From an optimization exercise on the open Yosys and OpenROAD flow, aimed at small area; shortcuts taken in it are not production practice.
In this exercise RTL edits were held to simulation tests only and were not proved equivalent to the original.
Power figures rest on the tool's default switching activity, not on a simulated workload.

File: flow/design.v
module main(
    input clock,
    input [7:0] Instruction,
    input reset,
    output [7:0] read_address,
    output [6:0] BCD_output1,
    output [6:0] BCD_output2,
    output [6:0] BCD_output3,
    output [6:0] BCD_output4
    );
    reg  [7:0] pc;
    reg  [7:0] r0, r1, r2, r3;
    reg        ready;
    reg        m1b0;             
    wire is_lw, is_sw, is_addj;
    wire [3:0] sa, sb, we;
    blk_dec u_dec (.I(Instruction), .ready(ready), .is_lw(is_lw), .is_sw(is_sw), .is_addj(is_addj),
                   .sa(sa), .sb(sb), .we(we));
    wire [7:0] a, b;
    genvar w, k, i;
    generate
        for (i = 0; i < 8; i = i + 1) begin : g_rp
            wire a012, a3, b012, b3;
            c_a222oi_1 u_a012 (.A1(sa[0]), .A2(r0[i]), .B1(sa[1]), .B2(r1[i]), .C1(sa[2]), .C2(r2[i]), .Y(a012));
            c_nand2_1  u_a3   (.A(sa[3]), .B(r3[i]), .Y(a3));
            c_nand2_1  u_a    (.A(a012), .B(a3), .Y(a[i]));
            c_a222oi_1 u_b012 (.A1(sb[0]), .A2(r0[i]), .B1(sb[1]), .B2(r1[i]), .C1(sb[2]), .C2(r2[i]), .Y(b012));
            c_nand2_1  u_b3   (.A(sb[3]), .B(r3[i]), .Y(b3));
            c_nand2_1  u_b    (.A(b012), .B(b3), .Y(b[i]));
        end
    endgenerate
    wire [7:0] addr, sum;
    wire [3:0] n_rlo, n_wlo;
    wire [7:0] n_rhi, n_whi;
    wire n_rhi0x, we_m1;
    blk_addr u_addr (.a(a), .I(Instruction), .ready(ready), .addr(addr),
                     .n_rlo(n_rlo), .n_rhi(n_rhi), .n_rhi0x(n_rhi0x),
                     .n_wlo(n_wlo), .n_whi(n_whi), .we_m1(we_m1));
    wire [7:0] cs;
    wire x7;
    c_ha_1 u_s0 (.A(a[0]), .B(b[0]), .SUM(sum[0]), .COUT(cs[1]));
    generate
        for (i = 1; i < 7; i = i + 1) begin : g_sum
            c_fa_1 u (.A(a[i]), .B(b[i]), .CIN(cs[i]), .SUM(sum[i]), .COUT(cs[i+1]));
        end
    endgenerate
    c_xnor2_1 u_s7a (.A(a[7]), .B(b[7]), .Y(x7));
    c_xnor2_1 u_s7  (.A(x7), .B(cs[7]), .Y(sum[7]));
    wire [31:0] rsel, wsel;
    wire        rsel1x;          
    generate
        for (w = 0; w < 32; w = w + 1) begin : g_sel
            c_nor2_1 u_r (.A(n_rlo[w % 4]), .B(n_rhi[w / 4]), .Y(rsel[w]));
            c_nor2_1 u_w (.A(n_wlo[w % 4]), .B(n_whi[w / 4]), .Y(wsel[w]));
        end
    endgenerate
    c_nor2_1 u_r1x (.A(n_rlo[1]), .B(n_rhi0x), .Y(rsel1x));
    wire [31:0] nwsel;
    generate
        for (w = 0; w < 32; w = w + 1) begin : g_nws
            c_inv_1 u (.A(wsel[w]), .Y(nwsel[w]));
        end
    endgenerate
    wire [7:0] d0, d1;
    generate
        for (i = 0; i < 8; i = i + 1) begin : g_d
            assign d0[i] = b[i];     
            c_nand2b_1 u_d1 (.A_N(b[i]), .B(ready), .Y(d1[i]));
        end
    endgenerate
    wire [7:0] mq [0:31];
    generate
        for (w = 0; w < 32; w = w + 1) begin : g_mem
            localparam [7:0] INIT = (w < 16) ? w : ((256 - (w - 16)) % 256);
            reg [7:0] m;
            for (i = 0; i < 8; i = i + 1) begin : g_bit
                if (w == 1 && i == 0) begin : g_x
                    assign mq[w][i] = m1b0;
                end else begin : g_f
                    wire nx;
                    c_a22o_1 u_n (.A1(wsel[w]), .A2(INIT[i] ? d1[i] : d0[i]), .B1(nwsel[w]), .B2(m[i]), .X(nx));
                    always @(posedge clock)
                        m[i] <= nx;
                    assign mq[w][i] = m[i];
                end
            end
        end
    endgenerate
    wire [7:0] wd;
    generate
        for (i = 0; i < 8; i = i + 1) begin : g_wd
            wire [31:0] sl = (i == 0) ? {rsel[31:2], rsel1x, rsel[0]} : rsel;
            wire [10:0] t;
            for (k = 0; k < 10; k = k + 1) begin : g_t
                c_a222oi_1 u (.A1(sl[3*k]), .A2(mq[3*k][i]), .B1(sl[3*k+1]), .B2(mq[3*k+1][i]),
                              .C1(sl[3*k+2]), .C2(mq[3*k+2][i]), .Y(t[k]));
            end
            c_a222oi_1 u_t10 (.A1(sl[30]), .A2(mq[30][i]), .B1(sl[31]), .B2(mq[31][i]),
                              .C1(is_sw), .C2(addr[i]), .Y(t[10]));
            wire p0, p1, p2;
            c_nand4_1  u_p0 (.A(t[0]), .B(t[1]), .C(t[2]), .D(t[3]), .Y(p0));
            c_nand4_1  u_p1 (.A(t[4]), .B(t[5]), .C(t[6]), .D(t[7]), .Y(p1));
            c_nand3_1  u_p2 (.A(t[8]), .B(t[9]), .C(t[10]), .Y(p2));
            c_a2111o_1 u_o  (.A1(is_addj), .A2(sum[i]), .B1(p0), .C1(p1), .D1(p2), .X(wd[i]));
        end
    endgenerate
    wire [3:0] nwe, wr, nwr;
    wire nready;
    wire [7:0] wdg;
    c_inv_1 u_nrdy (.A(ready), .Y(nready));
    generate
        for (k = 0; k < 4; k = k + 1) begin : g_nwe
            c_inv_1  u   (.A(we[k]), .Y(nwe[k]));
            c_nor2_1 u_n (.A(we[k]), .B(nready), .Y(nwr[k]));
            c_inv_1  u_w (.A(nwr[k]), .Y(wr[k]));
        end
        for (i = 1; i < 8; i = i + 1) begin : g_wdg
            c_and2_1 u (.A(wd[i]), .B(ready), .X(wdg[i]));
        end
    endgenerate
    assign wdg[0] = wd[0];
    wire [7:0] r0n, r1n, r2n, r3n;
    generate
        for (i = 0; i < 8; i = i + 1) begin : g_rw
            if (i == 0) begin : g_r
                c_a22o_1 u_0 (.A1(we[0]), .A2(wd[i]), .B1(nwe[0]), .B2(r0[i]), .X(r0n[i]));
                c_a22o_1 u_1 (.A1(we[1]), .A2(wd[i]), .B1(nwe[1]), .B2(r1[i]), .X(r1n[i]));
                c_a22o_1 u_2 (.A1(we[2]), .A2(wd[i]), .B1(nwe[2]), .B2(r2[i]), .X(r2n[i]));
                c_a22o_1 u_3 (.A1(we[3]), .A2(wd[i]), .B1(nwe[3]), .B2(r3[i]), .X(r3n[i]));
            end else begin : g_x
                c_a22o_1 u_0 (.A1(wr[0]), .A2(wdg[i]), .B1(nwr[0]), .B2(r0[i]), .X(r0n[i]));
                c_a22o_1 u_1 (.A1(wr[1]), .A2(wdg[i]), .B1(nwr[1]), .B2(r1[i]), .X(r1n[i]));
                c_a22o_1 u_2 (.A1(wr[2]), .A2(wdg[i]), .B1(nwr[2]), .B2(r2[i]), .X(r2n[i]));
                c_a22o_1 u_3 (.A1(wr[3]), .A2(wdg[i]), .B1(nwr[3]), .B2(r3[i]), .X(r3n[i]));
            end
        end
    endgenerate
    wire [7:0] pcn;
    wire [7:0] cp;
    wire s0, s1, y7;
    c_and3_1   u_ps0 (.A(Instruction[7]), .B(Instruction[6]), .C(Instruction[0]), .X(s0));
    c_and3_1   u_ps1 (.A(Instruction[7]), .B(Instruction[6]), .C(Instruction[1]), .X(s1));
    c_xnor2_1  u_p0  (.A(pc[0]), .B(s0), .Y(pcn[0]));
    c_or2_1    u_c1  (.A(pc[0]), .B(s0), .X(cp[1]));
    generate
        for (i = 1; i < 7; i = i + 1) begin : g_pc
            c_fa_1 u (.A(pc[i]), .B(s1), .CIN(cp[i]), .SUM(pcn[i]), .COUT(cp[i+1]));
        end
    endgenerate
    c_xnor2_1 u_p7a (.A(pc[7]), .B(s1), .Y(y7));
    c_xnor2_1 u_p7  (.A(y7), .B(cp[7]), .Y(pcn[7]));
    always @(posedge clock or posedge reset) begin
        if (reset) begin
            ready <= 1'b0;
            m1b0 <= 1'b1;
            pc <= 8'd0;
            r0[0] <= 1'b0; r1[0] <= 1'b0; r2[0] <= 1'b0; r3[0] <= 1'b0;
        end else begin
            ready <= 1'b1;
            if (we_m1) m1b0 <= b[0];
            pc <= pcn;
            r0[0] <= r0n[0]; r1[0] <= r1n[0]; r2[0] <= r2n[0]; r3[0] <= r3n[0];
        end
    end
    always @(posedge clock) begin
        r0[7:1] <= r0n[7:1]; r1[7:1] <= r1n[7:1]; r2[7:1] <= r2n[7:1]; r3[7:1] <= r3n[7:1];
    end
    assign read_address = pc;
    blk_seg_small u_s1 (.v(wd[3:0]), .seg(BCD_output1));
    blk_seg_small u_s2 (.v(wd[7:4]), .seg(BCD_output2));
    blk_seg_small u_s3 (.v(pc[3:0]), .seg(BCD_output3));
    blk_seg_small u_s4 (.v(pc[7:4]), .seg(BCD_output4));
endmodule
module blk_seg_small(input [3:0] v, output [6:0] seg);
    wire n13;
    wire n14;
    wire n15;
    wire n16;
    wire n17;
    wire n18;
    wire n19;
    wire n20;
    wire n21;
    wire n22;
    wire n23;
    wire n24;
    wire n25;
    wire n26;
    wire n27;
    wire n28;
    wire n29;
    wire n30;
    wire n31;
    c_inv_1 u0 (.A(v[0]), .Y(n13));
    c_inv_1 u1 (.A(v[2]), .Y(n14));
    c_nor2_1 u2 (.A(n13), .B(n14), .Y(n15));
    c_nor2_1 u3 (.A(v[0]), .B(v[2]), .Y(n16));
    c_nor2_1 u4 (.A(n16), .B(n15), .Y(n17));
    c_inv_1 u5 (.A(v[3]), .Y(n18));
    c_nand3_1 u6 (.A(n14), .B(n18), .C(v[1]), .Y(n19));
    c_nand3_1 u7 (.A(n17), .B(v[1]), .C(n19), .Y(n20));
    c_nor2_1 u8 (.A(n14), .B(n18), .Y(n21));
    c_inv_1 u9 (.A(v[1]), .Y(n22));
    c_nand2_1 u10 (.A(n21), .B(n22), .Y(n23));
    c_nand2_1 u11 (.A(n20), .B(n23), .Y(n24));
    c_o21ai_1 u12 (.A1(v[1]), .A2(n14), .B1(n18), .Y(n25));
    c_nand2_1 u13 (.A(n23), .B(n25), .Y(n26));
    c_o21ai_1 u14 (.A1(v[2]), .A2(n22), .B1(n13), .Y(n27));
    c_nand2_1 u15 (.A(n26), .B(n27), .Y(seg[1]));
    c_o21ai_1 u16 (.A1(n15), .A2(n24), .B1(seg[1]), .Y(seg[5]));
    c_nand2_1 u17 (.A(seg[5]), .B(n19), .Y(n28));
    c_o21ai_1 u18 (.A1(n21), .A2(n16), .B1(n28), .Y(seg[4]));
    c_nand2_1 u19 (.A(n19), .B(v[1]), .Y(n29));
    c_nor2_1 u20 (.A(n29), .B(n17), .Y(n30));
    c_a31oi_1 u21 (.A1(n22), .A2(n18), .A3(n17), .B1(n30), .Y(seg[3]));
    c_nor2_1 u22 (.A(n16), .B(n21), .Y(n31));
    c_nand2_1 u23 (.A(n20), .B(n31), .Y(seg[2]));
    c_o22a_1 u24 (.A1(v[0]), .A2(n23), .B1(n25), .B2(n28), .X(seg[0]));
    c_a32oi_1 u25 (.A1(n22), .A2(n18), .A3(n17), .B1(n24), .B2(v[0]), .Y(seg[6]));
endmodule
module blk_dec(input [7:0] I, input ready, output is_lw, output is_sw, output is_addj, output [3:0] sa, output [3:0] sb, output [3:0] we);
    wire n26;
    wire n27;
    wire n28;
    wire n29;
    wire n30;
    wire n31;
    wire n32;
    wire n33;
    wire n34;
    wire n35;
    wire n36;
    wire n37;
    wire n38;
    wire n39;
    wire n40;
    c_inv_1 u0 (.A(I[1]), .Y(n26));
    c_nand2_1 u1 (.A(I[3]), .B(I[6]), .Y(n27));
    c_o21ai_1 u2 (.A1(I[6]), .A2(n26), .B1(n27), .Y(n28));
    c_inv_1 u3 (.A(n28), .Y(n29));
    c_inv_1 u4 (.A(I[2]), .Y(n30));
    c_nand2_1 u5 (.A(n30), .B(I[6]), .Y(n31));
    c_o21a_1 u6 (.A1(I[0]), .A2(I[6]), .B1(n31), .X(n32));
    c_inv_1 u7 (.A(I[7]), .Y(n33));
    c_nand2b_1 u8 (.A_N(n32), .B(n33), .Y(n34));
    c_nor2_1 u9 (.A(n29), .B(n34), .Y(we[2]));
    c_and2_1 u10 (.A(n33), .B(I[6]), .X(is_lw));
    c_nand2_1 u11 (.A(I[3]), .B(ready), .Y(n35));
    c_nor2_1 u12 (.A(I[2]), .B(n35), .Y(sb[2]));
    c_nand2_1 u13 (.A(I[5]), .B(ready), .Y(n36));
    c_nor2_1 u14 (.A(I[4]), .B(n36), .Y(sa[2]));
    c_nand2_1 u15 (.A(n32), .B(n33), .Y(n37));
    c_nor2_1 u16 (.A(n28), .B(n37), .Y(we[1]));
    c_nand2b_1 u17 (.A_N(I[3]), .B(ready), .Y(n38));
    c_nor2_1 u18 (.A(n30), .B(n38), .Y(sb[1]));
    c_inv_1 u19 (.A(I[4]), .Y(n39));
    c_nand2b_1 u20 (.A_N(I[5]), .B(ready), .Y(n40));
    c_nor2_1 u21 (.A(n39), .B(n40), .Y(sa[1]));
    c_nor2_1 u22 (.A(n28), .B(n34), .Y(we[0]));
    c_nor2_1 u23 (.A(n30), .B(n35), .Y(sb[3]));
    c_nor2_1 u24 (.A(n29), .B(n37), .Y(we[3]));
    c_nor2_1 u25 (.A(I[2]), .B(n38), .Y(sb[0]));
    c_nor2_1 u26 (.A(n39), .B(n36), .Y(sa[3]));
    c_nor2_1 u27 (.A(I[4]), .B(n40), .Y(sa[0]));
    c_nor2_1 u28 (.A(I[6]), .B(n33), .Y(is_sw));
    c_nor2_1 u29 (.A(is_sw), .B(is_lw), .Y(is_addj));
endmodule
module blk_addr(input [7:0] a, input [7:0] I, input ready, output [7:0] addr, output [3:0] n_rlo, output [7:0] n_rhi, output n_rhi0x, output [3:0] n_wlo, output [7:0] n_whi, output we_m1);
    wire n53;
    wire n54;
    wire n55;
    wire n56;
    wire n57;
    wire n58;
    wire n59;
    wire n60;
    wire n61;
    wire n62;
    wire n63;
    wire n64;
    wire n65;
    wire n66;
    wire n67;
    wire n68;
    wire n69;
    wire n70;
    wire n71;
    wire n72;
    wire n73;
    wire n74;
    wire n75;
    wire n76;
    wire n77;
    wire n78;
    wire n79;
    wire n80;
    wire n81;
    wire n82;
    wire n83;
    wire n84;
    wire n85;
    wire n86;
    wire n87;
    wire n88;
    wire n89;
    wire n90;
    wire n91;
    c_inv_1 u0 (.A(ready), .Y(n53));
    c_inv_1 u1 (.A(I[7]), .Y(n54));
    c_nand2_1 u2 (.A(I[1]), .B(a[2]), .Y(n55));
    c_nand2_1 u3 (.A(I[1]), .B(a[1]), .Y(n56));
    c_nand2_1 u4 (.A(I[0]), .B(a[0]), .Y(n57));
    c_nor2_1 u5 (.A(I[1]), .B(a[1]), .Y(n58));
    c_xor2_1 u6 (.A(I[1]), .B(a[1]), .X(n59));
    c_o21ai_1 u7 (.A1(n57), .A2(n58), .B1(n56), .Y(n60));
    c_xor2_1 u8 (.A(I[1]), .B(a[2]), .X(n61));
    c_nand2_1 u9 (.A(n60), .B(n61), .Y(n62));
    c_nand2_1 u10 (.A(n55), .B(n62), .Y(n63));
    c_nand2_1 u11 (.A(I[1]), .B(a[3]), .Y(n64));
    c_xor2_1 u12 (.A(I[1]), .B(a[3]), .X(n65));
    c_xnor2_1 u13 (.A(n63), .B(n65), .Y(n66));
    c_inv_1 u14 (.A(n66), .Y(addr[3]));
    c_xnor2_1 u15 (.A(n60), .B(n61), .Y(n67));
    c_inv_1 u16 (.A(n67), .Y(addr[2]));
    c_nand2_1 u17 (.A(n55), .B(n64), .Y(n68));
    c_a31oi_1 u18 (.A1(n60), .A2(n61), .A3(n65), .B1(n68), .Y(n69));
    c_nand2_1 u19 (.A(I[1]), .B(a[4]), .Y(n70));
    c_nor2_1 u20 (.A(I[1]), .B(a[4]), .Y(n71));
    c_xor2_1 u21 (.A(I[1]), .B(a[4]), .X(n72));
    c_xnor2_1 u22 (.A(n69), .B(n72), .Y(addr[4]));
    c_nand2b_1 u23 (.A_N(I[1]), .B(a[6]), .Y(n73));
    c_nand2b_1 u24 (.A_N(a[6]), .B(I[1]), .Y(n74));
    c_nand2_1 u25 (.A(n73), .B(n74), .Y(n75));
    c_nand2_1 u26 (.A(I[1]), .B(a[5]), .Y(n76));
    c_xnor2_1 u27 (.A(I[1]), .B(a[5]), .Y(n77));
    c_o311a_1 u28 (.A1(n69), .A2(n71), .A3(n77), .B1(n76), .C1(n70), .X(n78));
    c_xnor2_1 u29 (.A(n75), .B(n78), .Y(addr[6]));
    c_o21ai_1 u30 (.A1(n69), .A2(n71), .B1(n70), .Y(n79));
    c_xnor2_1 u31 (.A(n77), .B(n79), .Y(addr[5]));
    c_xnor2_1 u32 (.A(n57), .B(n59), .Y(addr[1]));
    c_xnor2_1 u33 (.A(I[0]), .B(a[0]), .Y(n80));
    c_inv_1 u34 (.A(n80), .Y(addr[0]));
    c_nand2_1 u35 (.A(n59), .B(addr[0]), .Y(n_rlo[3]));
    c_nand2_1 u36 (.A(addr[1]), .B(n80), .Y(n_rlo[2]));
    c_nand2b_1 u37 (.A_N(n59), .B(addr[0]), .Y(n_rlo[1]));
    c_nand2b_1 u38 (.A_N(addr[1]), .B(n80), .Y(n_rlo[0]));
    c_nor2_1 u39 (.A(n66), .B(addr[2]), .Y(n81));
    c_mux2i_1 u40 (.A0(n73), .A1(n74), .S(n78), .Y(n82));
    c_xnor2_1 u41 (.A(a[7]), .B(n82), .Y(n83));
    c_inv_1 u42 (.A(n83), .Y(addr[7]));
    c_nor2_1 u43 (.A(addr[6]), .B(addr[5]), .Y(n84));
    c_and3_1 u44 (.A(addr[4]), .B(n83), .C(n84), .X(n85));
    c_nor2_1 u45 (.A(I[6]), .B(n54), .Y(n86));
    c_a31oi_1 u46 (.A1(n81), .A2(n85), .A3(n86), .B1(n53), .Y(n_whi[6]));
    c_nor2_1 u47 (.A(addr[3]), .B(n67), .Y(n87));
    c_a31oi_1 u48 (.A1(n85), .A2(n86), .A3(n87), .B1(n53), .Y(n_whi[5]));
    c_nor2_1 u49 (.A(addr[3]), .B(addr[2]), .Y(n88));
    c_a31oi_1 u50 (.A1(n85), .A2(n86), .A3(n88), .B1(n53), .Y(n_whi[4]));
    c_nor2_1 u51 (.A(n66), .B(n67), .Y(n89));
    c_and3b_1 u52 (.A_N(addr[4]), .B(n83), .C(n84), .X(n90));
    c_a31oi_1 u53 (.A1(n86), .A2(n89), .A3(n90), .B1(n53), .Y(n_whi[3]));
    c_a31oi_1 u54 (.A1(n81), .A2(n86), .A3(n90), .B1(n53), .Y(n_whi[2]));
    c_a31oi_1 u55 (.A1(n86), .A2(n87), .A3(n90), .B1(n53), .Y(n_whi[1]));
    c_a31oi_1 u56 (.A1(n86), .A2(n88), .A3(n90), .B1(n53), .Y(n_whi[0]));
    c_and2_1 u57 (.A(ready), .B(n_rlo[2]), .X(n_wlo[2]));
    c_and2_1 u58 (.A(ready), .B(n_rlo[1]), .X(n_wlo[1]));
    c_and2_1 u59 (.A(ready), .B(n_rlo[0]), .X(n_wlo[0]));
    c_and3_1 u60 (.A(ready), .B(I[6]), .C(n54), .X(n91));
    c_nand3_1 u61 (.A(n81), .B(n85), .C(n91), .Y(n_rhi[6]));
    c_nand3_1 u62 (.A(n85), .B(n87), .C(n91), .Y(n_rhi[5]));
    c_nand3_1 u63 (.A(n85), .B(n88), .C(n91), .Y(n_rhi[4]));
    c_nand3_1 u64 (.A(n89), .B(n90), .C(n91), .Y(n_rhi[3]));
    c_nand3_1 u65 (.A(n81), .B(n90), .C(n91), .Y(n_rhi[2]));
    c_nand3_1 u66 (.A(n87), .B(n90), .C(n91), .Y(n_rhi[1]));
    c_nand3_1 u67 (.A(n88), .B(n90), .C(n91), .Y(n_rhi[0]));
    c_and4b_1 u68 (.A_N(n_rlo[1]), .B(n86), .C(n88), .D(n90), .X(we_m1));
    c_a31oi_1 u69 (.A1(n85), .A2(n86), .A3(n89), .B1(n53), .Y(n_whi[7]));
    c_and2_1 u70 (.A(ready), .B(n_rlo[3]), .X(n_wlo[3]));
    c_nand4_1 u71 (.A(I[6]), .B(n54), .C(n88), .D(n90), .Y(n_rhi0x));
    c_nand3_1 u72 (.A(n85), .B(n89), .C(n91), .Y(n_rhi[7]));
endmodule
module c_a2111o_1(input A1, input A2, input B1, input C1, input D1, output X);
    assign X = (A1&A2) | (B1) | (C1) | (D1);
endmodule
module c_a222oi_1(input A1, input A2, input B1, input B2, input C1, input C2, output Y);
    assign Y = (~A1&~B1&~C1) | (~A1&~B1&~C2) | (~A1&~B2&~C1) | (~A2&~B1&~C1) | (~A1&~B2&~C2) | (~A2&~B1&~C2) | (~A2&~B2&~C1) | (~A2&~B2&~C2);
endmodule
module c_a22o_1(input A1, input A2, input B1, input B2, output X);
    assign X = (B1&B2) | (A1&A2);
endmodule
module c_a31oi_1(input A1, input A2, input A3, input B1, output Y);
    assign Y = (~A1&~B1) | (~A2&~B1) | (~A3&~B1);
endmodule
module c_a32oi_1(input A1, input A2, input A3, input B1, input B2, output Y);
    assign Y = (~A1&~B1) | (~A1&~B2) | (~A2&~B1) | (~A3&~B1) | (~A2&~B2) | (~A3&~B2);
endmodule
module c_and2_1(input A, input B, output X);
    assign X = (A&B);
endmodule
module c_and3_1(input A, input B, input C, output X);
    assign X = (A&B&C);
endmodule
module c_and3b_1(input A_N, input B, input C, output X);
    assign X = (~A_N&B&C);
endmodule
module c_and4b_1(input A_N, input B, input C, input D, output X);
    assign X = (~A_N&B&C&D);
endmodule
module c_fa_1(input A, input B, input CIN, output COUT, output SUM);
    assign COUT = (A&B) | (A&CIN) | (B&CIN);
    assign SUM = (A&~B&~CIN) | (~A&B&~CIN) | (~A&~B&CIN) | (A&B&CIN);
endmodule
module c_ha_1(input A, input B, output COUT, output SUM);
    assign COUT = (A&B);
    assign SUM = (A&~B) | (~A&B);
endmodule
module c_inv_1(input A, output Y);
    assign Y = (~A);
endmodule
module c_mux2i_1(input A0, input A1, input S, output Y);
    assign Y = (~A0&~S) | (~A1&S);
endmodule
module c_nand2_1(input A, input B, output Y);
    assign Y = (~A) | (~B);
endmodule
module c_nand2b_1(input A_N, input B, output Y);
    assign Y = (A_N) | (~B);
endmodule
module c_nand3_1(input A, input B, input C, output Y);
    assign Y = (~A) | (~B) | (~C);
endmodule
module c_nand4_1(input A, input B, input C, input D, output Y);
    assign Y = (~A) | (~B) | (~C) | (~D);
endmodule
module c_nor2_1(input A, input B, output Y);
    assign Y = (~A&~B);
endmodule
module c_o21a_1(input A1, input A2, input B1, output X);
    assign X = (A1&B1) | (A2&B1);
endmodule
module c_o21ai_1(input A1, input A2, input B1, output Y);
    assign Y = (~A1&~A2) | (~B1);
endmodule
module c_o22a_1(input A1, input A2, input B1, input B2, output X);
    assign X = (A1&B1) | (A2&B1) | (A1&B2) | (A2&B2);
endmodule
module c_o311a_1(input A1, input A2, input A3, input B1, input C1, output X);
    assign X = (A1&B1&C1) | (A2&B1&C1) | (A3&B1&C1);
endmodule
module c_or2_1(input A, input B, output X);
    assign X = (A) | (B);
endmodule
module c_xnor2_1(input A, input B, output Y);
    assign Y = (~A&~B) | (A&B);
endmodule
module c_xor2_1(input A, input B, output X);
    assign X = (A&~B) | (~A&B);
endmodule
File: flow/flow/run.sh
#!/bin/bash
set -uo pipefail
bash standard.sh 'BUFFER_PORTS_ARGS=-buffer_cell sky130_fd_sc_hd__buf_1' \
  'CTS_ARGS=-sink_clustering_enable -repair_clock_nets -sink_clustering_size 20 -sink_clustering_max_diameter 60 -buf_list sky130_fd_sc_hd__clkbuf_8 -dont_use_dummy_load' \
  finish > standard_sh.log 2>&1
File: flow/standard.sh
#!/bin/bash
# synth_recipe.tcl (not shown) runs the flow's synth.tcl, then flattens the netlist and writes it again
# the make line also repeats each setting of config.mk as NAME=value (left out here)
make -C /OpenROAD-flow-scripts/flow DESIGN_CONFIG=/design/flow/config.mk WORK_HOME=/design/flow/orfs CLKGATE_MAP_FILE= SYNTH_SCRIPT=/design/flow/synth_recipe.tcl "${@:-finish}"
File: flow/config.mk
export PLATFORM = sky130hd
export DESIGN_NAME = main
export DESIGN_NICKNAME = main
export VERILOG_FILES = /design/flow/design.v
export SDC_FILE = /design/flow/constraint.sdc
export NUM_CORES = 4
export LEC_CHECK = 0
export CAP_MARGIN = 20
export CORE_MARGIN = 2
export CORE_UTILIZATION = 60
export GPL_TIMING_DRIVEN = 0
export SLEW_MARGIN = 20
export SYNTH_HIERARCHICAL = 1
export SYNTH_MINIMUM_KEEP_SIZE = 0
File: flow/constraint.sdc
create_clock -name core_clock -period 10.0 [get_ports {clock}]
set_input_delay 2.0000 -clock core_clock [delete_from_list [all_inputs] [get_ports {clock}]]
set_output_delay 2.0000 -clock core_clock [all_outputs]
set_load 0.01 [all_outputs]
==> results of run 1 <==
state kept, by name, indices dropped and copies added, names as in the netlist:
signal / count
pc: 8
r1: 8
g_mem.m: 255
m1b0: 1
r2: 8
r3: 8
ready: 1
r0: 8
per-layer routing:
metal | up-vias | GRT usage, % | share of wire (%)
met5 | - | 0 | 0
met3 | 71 | 4.868 | 8.1
met1 | 4940 | 47.98 | 45
met4 | 0 | 10.63 | 3.1
met2 | 473 | 48.82 | 44
li1 | 4574 | - | -
per-stage QoR:
stage	setup WS, ps	std cells	instance area [µm²]	utilization (%)	hold WS, ps
floorplan	1181	1108	11790	-	448.9
global placement	206.8	1418	12290	63.36	460.7
detailed placement	237.7	1418	12290	63.36	464.3
CTS	227.2	1439	12580	64.85	485.8
global route	38.86	1439	12630	65.13	499.0
finish	389.7	1439	12630	65.13	482.7
per-module statistics from Yosys (local to each module, per instance), a selection:
module	cells	flops+latches
c_mux2i_1	1	0
c_nand3_1	1	0
c_nand4_1	1	0
c_nand2b_1	1	0
c_o21ai_1	1	0
c_xnor2_1	1	0
c_and3b_1	1	0
c_o311a_1	1	0
c_and3_1	1	0
c_xor2_1	1	0
c_a222oi_1	1	0
c_o22a_1	1	0
main	300	297
c_and4b_1	1	0
c_o21a_1	1	0
final timing paths:
kind,to,depth (start not counted),start,slack (ps)
max,BCD_output2[0],25,Instruction[5],390
min,g_mem[31].m[2],1,g_mem[31].m[2],480
max reg2reg,r1[5],18,ready,3960
min reg2reg,g_mem[31].m[2],1,g_mem[31].m[2],480
max in group asynchronous,m1b0,2,reset,8120
min in group asynchronous,pc[3],2,reset,1460
Yosys cell counts, types with 4 or more instances:
cell type / n
a222oi_1: 104
a22o_1: 287
nor2_1: 115
xnor2_1: 14
nand2_1: 77
fa_1: 12
a32oi_1: 4
and3_1: 4
and2_1: 12
xor2_1: 4
o21ai_1: 19
dfxtp_1: 283
a31oi_1: 13
dfrtp_1: 13
a2111o_1: 8
nand2b_1: 15
inv_1: 69
nand3_1: 24
o22a_1: 4
nand4_1: 17
final cells by class:
type / instances / area (µm²) / share of cell area (%)
flip-flops and latches: 297 / 6017 / 47.63
repair buffers: 45 / 168.9 / 1.337
well taps: 265 / 331.6 / 2.625
inverters: 69 / 259.0 / 2.050
clock buffers: 21 / 289.0 / 2.288
multi-input cells: 742 / 5568 / 44.07
power by group through the flow:
| stage | combinational (µW) | clock (µW) | sequential [µW] |
|---|---|---|---|
| final | 629 | 545 | 1480 |
| after global routing | 690 | 595 | 1500 |
| after CTS | 619 | 553 | 1480 |
| after detailed placement | 618 | 0 | 1500 |
| after global placement | 604 | 0 | 1500 |
| after floorplan | 440 | 0 | 1480 |
what timing repair did:
item / in CTS / in global routing
resized for setup: 0 / 16
hold buffers: 0 / 0
hold endpoints to repair: 0 / 0
setup endpoints to repair: 0 / 10
logic make-up (layout without fill, tap and decap cells):
group	after synthesis	after routing	share of synthesized area [%]
buf+inv	69	135	2.197
fa+ha+maj	13	13	2.144
xor+xnor	18	18	1.337
simple gates	267	267	9.891
compound gates	441	441	33.15
other cells	1	1	0.03181
flops	297	297	51.03
mux	2	2	0.2122
worst reg2reg max path: stages (launching register included):
cell      delay (ps)
dfrtp_1          840
nand2_1          310
nor2_4           330
a222oi_1         160
nand2_1          240
nor2_1            80
o21ai_1          280
a31oi_2          180
o311a_1          420
xnor2_1          250
nor2_1            90
and3_1           280
nand3_1          260
nor2_1           210
a222oi_1         600
nand4_1          340
a2111o_1         580
and2_1           270
a22o_1           200
==> results.sh, run 1 <==
export IMPL_hpwl_mm=22.87
export IMPL_ios=46
export IMPL_p_seq_share_pct=55.7
export IMPL_final_common_cell="a22o_1"
export IMPL_detail_route_iter0_violations=1436
export IMPL_avgSynthCellArea_um2=10.64
export IMPL_period_share_pct=96.10
export IMPL_ys_async_sr_fraction_pct=4.714
export IMPL_vdd_ir_drop_worst_mv=0.1379
export IMPL_finalClockSkew_ps=59.81
export IMPL_swShare_pct=32.50
export IMPL_postSynthCellCount=1108
export IMPL_critPathMaxFanout=8
export IMPL_max_cap_violations=0
export IMPL_path_buf_inv=3
export IMPL_status="complete, no violations"
export IMPL_core_area_um2=19400
export IMPL_fillers=1681
export IMPL_clock_sinks=297
export IMPL_wirelength_mm=34.13
export IMPL_required_ps=8000
export IMPL_cts_clk_slew_worst_paths_ps=60
export IMPL_rows=51
export IMPL_ys_warn_count=7
export IMPL_synth_largest_area_cell="dfxtp_1"
export IMPL_clock_latency_ps=560
export IMPL_cp_top_family="simple AND/OR/NAND/NOR gates"
export IMPL_design_power_total_uw=2652
export IMPL_die_height_um=144.2
export IMPL_vias_per_cell=6.990
export IMPL_hp_class="register to register"
export IMPL_grt_max_degree=27
export IMPL_syn_area_um2=11790
export IMPL_syn_num_nets=1131
export IMPL_grt_overflow=0
export IMPL_areaGrowthSynthToFinish_pct=7.153
export IMPL_grt_pass1_wl_mm=52.01
export IMPL_drc_errors=0
export IMPL_grtUsageTotal_pct=32.42
export IMPL_drv_slew=0
export IMPL_start_util_pct=60.78
export IMPL_fmax_mhz=104.1
export IMPL_finalHoldViolCount=0
export IMPL_p_int_uw=1790
export IMPL_place_gp_congestion=0.9481
export IMPL_grt_pass1_vias=8997
export IMPL_root_buffer="clkbuf_8"
export IMPL_fin_nets=1199
export IMPL_yosysSeqAreaShare_pct=51.03
export IMPL_cts_buffer_depth=3
export IMPL_numCtsBuffers=21
export IMPL_fp_dieArea_um2=20790
export IMPL_ys_ff_latch=297
export IMPL_clkPwrFrac_pct=20.6
export IMPL_slowest_stage="a222oi_1"
export IMPL_period_minus_slack_ps=9610
export IMPL_pwr_density_cell_nw_per_um2=209.9
export IMPL_switchingPower_uw=862.0
export IMPL_combPwrFrac_pct=23.7
export IMPL_synth_edf_count=0
export IMPL_die_width_um=144.2
export IMPL_wl_per_cell_um=23.72
export IMPL_portBuffers=45
export IMPL_worst_slew_pin_slew_ps=1002
export IMPL_cts_setup_buffers=0
export IMPL_drt_pass1_iter_count=9
export IMPL_antenna_found_initial=0
export IMPL_num_vias=10060
export IMPL_tns_ps=0
export IMPL_cts_htree_levels=1
export IMPL_diodes=0
export IMPL_endpoint_kind="output port"
export IMPL_synth_main_ff_cell="dfxtp_1"
export IMPL_arrival_ps=7610
export IMPL_finalSetupViolations=0
export IMPL_worstSetupStartpointType="primary input"
export IMPL_critPathKind="primary input to output port"
export IMPL_rsz0062_at_grt="false"
export IMPL_layout_common_cells="a22o_1 (287), dfxtp_1 (283), nor2_1 (106)"
export IMPL_slowest_delay_ps=540
export IMPL_synth_area_leaders="dfxtp_1 (48%), a22o_1 (21%), a222oi_1 (8.8%)"
export IMPL_ant_nets=0
export IMPL_tritoncts="done"
export IMPL_max_slew_margin_rel_pct=33.05
export IMPL_ys_types=30
export IMPL_yosys_area_top_type_share_pct=48.05
export IMPL_path_common_cell="nor2_1"
export IMPL_post_route_cells_drive_above_1_share_pct=2.981
export IMPL_p_leak_uw=0.005108
==> run 2, diff against run 1 <==
--- a/flow/config.mk
+++ b/flow/config.mk
@@ -7,7 +7,7 @@
 export LEC_CHECK = 0
 export CAP_MARGIN = 20
 export CORE_MARGIN = 2
-export CORE_UTILIZATION = 60
+export CORE_UTILIZATION = 65
 export GPL_TIMING_DRIVEN = 0
 export SLEW_MARGIN = 20
 export SYNTH_HIERARCHICAL = 1
==> run 2 against run 1 <==
  * Cell area fell by 0.39%
  * Critical path type unchanged
  * Combinational power about the same
  * Global-route usage grew 1.7 points
  * First-iteration DRC count fell by 0.49%
  * Count of clock-buffer cells in the layout did not move
  * Register-to-register slack better by 210 ps
==> results.sh, run 2 <==
export IMPL_drc_errors=0
export IMPL_yosys_top_cells_count="a22o_1 (287), dfxtp_1 (283), nor2_1 (115)"
export IMPL_finalHoldViolCount=0
export IMPL_grt_pass1_vias=9540
export IMPL_period_share_pct=96.53
export IMPL_regArea_um2=6017
export IMPL_path_common_cell="fa_1"
export IMPL_fillers=1389
export IMPL_ys_async_sr_fraction_pct=4.714
export IMPL_start_util_pct=65.86
export IMPL_largest_reg_flops=255
export IMPL_wl_per_cell_um=24.10
export IMPL_rows=49
export IMPL_layout_common_cells="a22o_1 (287), dfxtp_1 (283), a222oi_1 (104)"
export IMPL_areaGrowthSynthToFinish_pct=6.739
export IMPL_numCtsBuffers=21
export IMPL_drv_slew=0
export IMPL_ys_warn_count=7
export IMPL_yosysMostFrequentCell="a22o_1"
export IMPL_yosys_area_top_type_share_pct=48.05
export IMPL_die_width_um=138.7
export IMPL_grtUsageTotal_pct=34.10
export IMPL_ys_ff_latch=297
export IMPL_cts_htree_levels=1
export IMPL_hp_class="register to register"
export IMPL_arrival_ps=7650
export IMPL_cp_top_family="adder cells"
export IMPL_syn_num_nets=1131
export IMPL_vias_per_cell=7.242
export IMPL_required_ps=8000
export IMPL_fin_nets=1199
export IMPL_clock_sinks=297
export IMPL_cts_clk_slew_worst_paths_ps=60
export IMPL_finalSetupViolations=0
export IMPL_cts_buffer_depth=3
export IMPL_grt_max_degree=27
export IMPL_regMostFlops="g_mem.m"
export IMPL_hold_buffers=0
export IMPL_place_area_um2=12250
export IMPL_grt_overflow=0
export IMPL_hpwl_mm=22.61
export IMPL_clock_latency_ps=550
export IMPL_post_route_cell_area_um2=12580
export IMPL_finalClockSkew_ps=48.72
export IMPL_ant_nets=0
export IMPL_endpoint_kind="output port"
export IMPL_portBuffers=45
export IMPL_drt_pass1_iter_count=11
export IMPL_final_common_cell="a22o_1"
export IMPL_worstSetupStartpointType="primary input"
export IMPL_synth_area_leaders="dfxtp_1 (48%), a22o_1 (21%), a222oi_1 (8.8%)"
export IMPL_dp_cells=1382
export IMPL_antenna_found_initial=0
export IMPL_path_buf_inv=3
export IMPL_num_vias=10160
export IMPL_die_height_um=138.7
export IMPL_fp_dieArea_um2=19230
export IMPL_crit_chain="buf_1 -> nand2b_1 -> nor2_1 -> a222oi_1 -> nand2_2 -> ha_1 -> fa_1 -> fa_1 -> fa_1 -> fa_1 -> fa_1 -> fa_1 -> a2111o_1 -> inv_1 -> nor2_1 -> nor2_1 -> nand3_1 -> nand2_1 -> o21ai_1 -> nand2_1 -> o22a_1 -> buf_1"
export IMPL_yosysSeqAreaShare_pct=51.03
export IMPL_postSynthCellCount=1108
export IMPL_tns_ps=0
export IMPL_multi_input_area_um2=5564
export IMPL_post_route_cells_drive_above_1_share_pct=3.152
export IMPL_design_power_total_uw=2650
export IMPL_core_area_um2=17900
export IMPL_synth_edf_count=0
export IMPL_slowest_stage="fa_1"
export IMPL_status="complete, no violations"
export IMPL_ys_types=30
export IMPL_wirelength_mm=33.81
export IMPL_grt_pass1_wl_mm=53.03
export IMPL_critPathKind="primary input to output port"
export IMPL_final_cells=1403
export IMPL_syn_area_um2=11790
export IMPL_vdd_ir_drop_worst_mv=0.1983
export IMPL_fmax_mhz=103.6
export IMPL_p_leak_uw=0.005106
export IMPL_critPathMaxFanout=19
export IMPL_pwr_density_cell_nw_per_um2=210.6
export IMPL_root_buffer="clkbuf_8"
export IMPL_ios=46
export IMPL_avgSynthCellArea_um2=10.64
export IMPL_synth_largest_area_cell="dfxtp_1"
export IMPL_max_cap_violations=0
export IMPL_place_gp_congestion=0.9756
export IMPL_slowest_delay_ps=450
export IMPL_synth_main_ff_cell="dfxtp_1"
export IMPL_tritoncts="done"
export IMPL_rsz0062_at_grt="true"
export IMPL_diodes=0
export IMPL_detail_route_iter0_violations=1429
export IMPL_period_minus_slack_ps=9653
export IMPL_worst_slew_pin_slew_ps=1035
export IMPL_hold_ws_ps=484.1
export IMPL_max_slew_margin_rel_pct=31.00
==> run 2: changes by cell type in the layout (fill, tap and decap cells not counted) <==
cell / delta
nor2_1: -3
nor2_2: +4
a31oi_2: -1
nor2_4: -1
a31oi_1: +1
==> run 2: layout make-up <==
class | instances | share of cell area [%]
clock buffers | 21 | 2.297
repair buffers | 45 | 1.342
inverters | 69 | 2.058
multi-input cells | 742 | 44.21
flip-flops and latches | 297 | 47.81
well taps | 229 | 2.277
==> run 2: what timing repair did <==
item | CTS | global route
endpoints found under the setup margin | 0 | 8
setup buffers | 0 | 0
gates resized for setup | 0 | 17
==> run 2: where the power goes <==
group	internal (µW)	total, µW	switching [µW]
registers	1360	1480	123
clock network	190	541	351
logic	243	629	386
==> run 2: per-layer routing <==
metal	GRT usage, %	part of all wire (%)
met5	0	0
met4	13.72	3.9
met3	6.112	10
met2	52.24	44
met1	48.36	42
==> run 2: metrics by stage <==
stage               setup WS (ps)  utilization [%]
floorplan                    1181                -
global placement            280.0            68.40
CTS                         201.2            70.02
detailed placement          222.0            68.40
finish                      347.0            70.30
global route               -32.62            70.30
==> run 2: path summary, 6_finish.rpt <==
path / startpoint / end / slack [ps] / cells past startpoint
worst max-delay path: Instruction[3] / BCD_output2[0] / 350 / 22
worst min-delay path: g_mem[31].m[4] / g_mem[31].m[4] / 480 / 1
worst max register to register: ready / r2[5] / 4170 / 18
worst min register to register: g_mem[31].m[4] / g_mem[31].m[4] / 480 / 1
max in group asynchronous: reset / pc[6] / 8090 / 2
min in group asynchronous: reset / pc[5] / 1480 / 2
==> run 2: kinds of logic (layout without fill, tap and decap cells) <==
kind of cell	after synthesis	in the layout	synth area share, %
AOI/OAI and AO/OA	441	441	33.15
DFF	297	297	51.03
and+or+nand+nor	267	267	9.891
buffers and inverters	69	135	2.197
xor gates and xnor gates	18	18	1.337
adders and majority gates	13	13	2.144
muxes	2	2	0.2122
other	1	1	0.03181
==> run 2: per-module statistics from Yosys (local to each module, per instance), excerpt <==
module	times used	cell area, µm²	cells inside	flops+latches
c_a31oi_1	13	6.256	1	0
c_a32oi_1	4	8.758	1	0
c_fa_1	12	20.02	1	0
c_nand2_1	77	3.754	1	0
c_nand2b_1	15	6.256	1	0
c_nand4_1	17	6.256	1	0
c_nor2_1	115	3.754	1	0
c_o21ai_1	19	5.005	1	0
c_o22a_1	4	8.758	1	0
c_o311a_1	1	10.01	1	0
c_xnor2_1	14	8.758	1	0
main	1	6040	300	297

-- port drivers added, routing unchanged --
No port has a modelled driver above. Below, the same layouts with a new extraction and two added sets of constraints.
Step 1, drivers: a clkbuf_16 drives clock and a buf_2 each remaining input, both assumed.
Step 2 adds t to the input delays and takes it off the output delays; t is the mean of the earliest and latest rising clock arrival at the registers after step 1. Input paths then give back, and output paths get back, about the clock's delay inside the block.
Three values: no drivers, after step 1, after step 2; two values: the first two.
run	shift t [ns]	setup WS [ns]	worst hold slack (ns)	worst setup path at the end	pins driven straight from the clock port
run 1	0.577	0.390 / 0.366 / 0.366	0.483 / 0.483 / 0.483	input to output	1
run 2	0.574	0.347 / 0.326 / 0.326	0.484 / 0.484 / 0.484	input to output	1
After both steps every run listed still meets setup and hold. For run 1, which loses most, drivers alone change the setup slack by -0.024 ns; drivers and shift together by -0.024 ns.
